Source: an optimization exercise on an open RTL-to-GDS flow (aim: a short achievable clock period and few clock cycles). Production flows keep margins and buffers that such runs may drop.
The RTL was checked by simulation tests, not by an equivalence proof against the original design.
The clock port is modelled as an ideal driver, which makes a skipped or thinned clock tree look cheaper than it is; a real chip needs a root buffer or a tree.
Power and IR drop assume default switching activity.

## conv
module conv(
    input rst,
    input clk,
    output M0_R_req,
    output [31:0] M0_addr,
    input [31:0] M0_R_data,
    output [3:0] M0_W_req,
    output [31:0] M0_W_data,
    output M1_R_req,
    output [31:0] M1_addr,
    input [31:0] M1_R_data,
    output [3:0] M1_W_req,
    output reg [31:0] M1_W_data,
    input start,
    output finish
);
==> flow/config.mk <==
export PLATFORM = sky130hd
export DESIGN_NAME = conv
export DESIGN_NICKNAME = conv
export VERILOG_FILES = /design/flow/design.v
export SDC_FILE = /design/flow/constraint.sdc
export NUM_CORES = 8
export LEC_CHECK = 0
export CAP_MARGIN = 30
export CORE_MARGIN = 2
export CORE_UTILIZATION = 65
export PLACE_DENSITY = 0.75
export SLEW_MARGIN = 30
export SYNTH_HIERARCHICAL = 1
==> flow/constraint.sdc <==
create_clock -name core_clock -period 12.0 [get_ports {clk}]
set_input_delay 2.4000 -clock core_clock [delete_from_list [all_inputs] [get_ports {clk}]]
set_output_delay 2.4000 -clock core_clock [all_outputs]
set_load 0.01 [all_outputs]
standard.sh (not shown) runs the stock make flow with config.mk's settings and CLKGATE_MAP_FILE= SYNTH_SCRIPT=/design/flow/synth_recipe.tcl, a recipe that flattens the netlist after the stock synthesis.
==> flow/flow/run.sh <==
#!/bin/bash
# Own layout flow: the standard synthesis unchanged, then the standard
# ORFS steps with these changes:
#  - after clock tree synthesis, flow/post_cts.tcl moves the flip-flops that
#    drive output ports next to their port buffers (flow/outflops.tcl) and
#    replaces TritonCTS's tree with flow/ctree.tcl's: four levels of clock
#    inverters made by recursive bisection of the flip-flops, whose 4
#    first-level cells the clock port drives itself.
set -euo pipefail
MARGIN=${MARGIN:-9.0}
export CT_BITS=${CT_BITS:-"2 2 2 2"}
export CT_CELLS=${CT_CELLS:-"clkinv_16 clkinv_16 clkinv_16 clkinv_16"}
HERE=$(pwd)
bash standard.sh synth > synth.log 2>&1
bash standard.sh SETUP_SLACK_MARGIN=$MARGIN POST_CTS_TCL=$HERE/flow/post_cts.tcl finish > layout.log 2>&1
==> flow/flow/outflops.tcl <==
# Move each flip-flop that drives an output port's buffer (and nothing else)
# onto that buffer's spot, next to the port; detailed placement then
# legalizes them side by side. This shortens the wire from the flip-flop to
# the buffer on the clock-to-output paths. The port buffers become buf_8.
set block [ord::get_db_block]
set moved 0
set ::outbuf_cell sky130_fd_sc_hd__buf_8
foreach bt [$block getBTerms] {
  if {[$bt getIoType] ne "OUTPUT"} { continue }
  set net [$bt getNet]
  if {$net eq "NULL"} { continue }
  set buf {}
  foreach it [$net getITerms] { if {[$it isOutputSignal]} { set buf [$it getInst] } }
  if {$buf eq {}} { continue }
  set in {}
  foreach it [$buf getITerms] { if {[$it isInputSignal]} { set in $it } }
  if {$in eq {} || [$in getNet] eq "NULL"} { continue }
  set n2 [$in getNet]
  if {[llength [$n2 getITerms]] != 2 || [llength [$n2 getBTerms]] != 0} { continue }
  set ff {}
  foreach it [$n2 getITerms] {
    if {[$it isOutputSignal] && [string match "sky130_fd_sc_hd__*df*" [[[$it getInst] getMaster] getName]]} {
      set ff [$it getInst]
    }
  }
  if {$ff eq {}} { continue }
  # the port buffer: a strong buffer (its load is only the port)
  set bm [[$buf getMaster] getName]
  if {[string match "sky130_fd_sc_hd__buf_*" $bm] && $bm ne $::outbuf_cell} {
    $buf swapMaster [[ord::get_db] findMaster $::outbuf_cell]
  }
  set loc [$buf getLocation]
  $ff setLocation [lindex $loc 0] [lindex $loc 1]
  $ff setPlacementStatus PLACED
  incr moved
}
puts "outflops: moved $moved output flip-flops next to their port buffers"
detailed_placement
Other scripts of this flow, unchanged in this note and not shown: flow/flow/ctree.tcl, flow/flow/post_cts.tcl
Testbench counts at the start, summed over its fixed seeds: cycles 25,568.
Edit:
--- a/flow/flow/run.sh
+++ b/flow/flow/run.sh
@@ -3,0 +4 @@
+#  - flow/pin_clk.tcl puts the clock pin in the middle of the left edge;
@@ -15 +16 @@
-bash standard.sh SETUP_SLACK_MARGIN=$MARGIN POST_CTS_TCL=$HERE/flow/post_cts.tcl finish > layout.log 2>&1
+bash standard.sh SETUP_SLACK_MARGIN=$MARGIN PRE_IO_PLACEMENT_TCL=$HERE/flow/pin_clk.tcl POST_CTS_TCL=$HERE/flow/post_cts.tcl finish > layout.log 2>&1
--- a/flow/flow/outflops.tcl
+++ b/flow/flow/outflops.tcl
@@ -4 +4 @@
-# the buffer on the clock-to-output paths. The port buffers become buf_8.
+# the buffer on the clock-to-output paths.
@@ -7 +6,0 @@
-set ::outbuf_cell sky130_fd_sc_hd__buf_8
@@ -27,5 +25,0 @@
-  # the port buffer: a strong buffer (its load is only the port)
-  set bm [[$buf getMaster] getName]
-  if {[string match "sky130_fd_sc_hd__buf_*" $bm] && $bm ne $::outbuf_cell} {
-    $buf swapMaster [[ord::get_db] findMaster $::outbuf_cell]
-  }
==> flow/flow/pin_clk.tcl (new file) <==
# Put the clock pin in the middle of the die's left edge (instead of where
# the pin placer would put it), which shortens the clock port's wires to the
# four first-level clock cells, one per quarter of the die.
set die [[ord::get_db_block] getDieArea]
set y [expr {([$die yMax] + [$die yMin]) / 2000.0}]
place_pin -pin_name clk -layer $::env(IO_PLACER_H) -location [list 0 $y] -pin_size {0.8 0.3} -force_to_die_boundary
Clock skew hardly moves.
Global-route usage goes up by 0.54 points.
Sequential share of layout area stays flat.
Final area is about the same.
Total power came out lower by about 0.5%.
Routed wire length is higher by about 1.7%.
Edit:
--- a/flow/flow/run.sh
+++ b/flow/flow/run.sh
@@ -4 +3,0 @@
-#  - flow/pin_clk.tcl puts the clock pin in the middle of the left edge;
@@ -16 +15 @@
-bash standard.sh SETUP_SLACK_MARGIN=$MARGIN PRE_IO_PLACEMENT_TCL=$HERE/flow/pin_clk.tcl POST_CTS_TCL=$HERE/flow/post_cts.tcl finish > layout.log 2>&1
+bash standard.sh SETUP_SLACK_MARGIN=$MARGIN POST_CTS_TCL=$HERE/flow/post_cts.tcl finish > layout.log 2>&1
removed: flow/flow/pin_clk.tcl
Hold slack improves by 0.044 ns; routed wire length fell by 1.4%; final area is about the same; power rose by 0.64%; global-route usage fell by 0.53 points; die area does not change.
No run of this note takes its clock network from TritonCTS; it comes from the design's own scripts or RTL.

-- afterwards: timing with drivers on the ports --
How much do the figures lean on ideal ports? The routed layouts below were timed once more, with nothing changed but the port constraints.
Step 1 sets driving cells, clkbuf_16 on the clock port and buf_2 on the other inputs (assumed; they add their load-dependent delay and slew).
Step 2 moves the port delays by t, midway between the first and last clock arrival at a register: inputs arrive t later, outputs are due t later. That takes back most of the time a late clock gives input paths.
a / b / c = ideal / step 1 / step 2; a / b = the first two.
run	t, ns	slack for setup (ns)	hold WS [ns]
the first run	1.004	8.536 / 8.139 / 7.872	0.277 / 0.278 / 0.278
the second run	0.978	8.553 / 8.154 / 7.890	0.254 / 0.255 / 0.255
the third run	1.026	8.503 / 8.120 / 7.876	0.298 / 0.298 / 0.298
After both steps setup and hold are still met in every run listed. The setup slack of the first run, which loses most, moves by -0.397 ns with the drivers and by -0.664 ns with both steps.
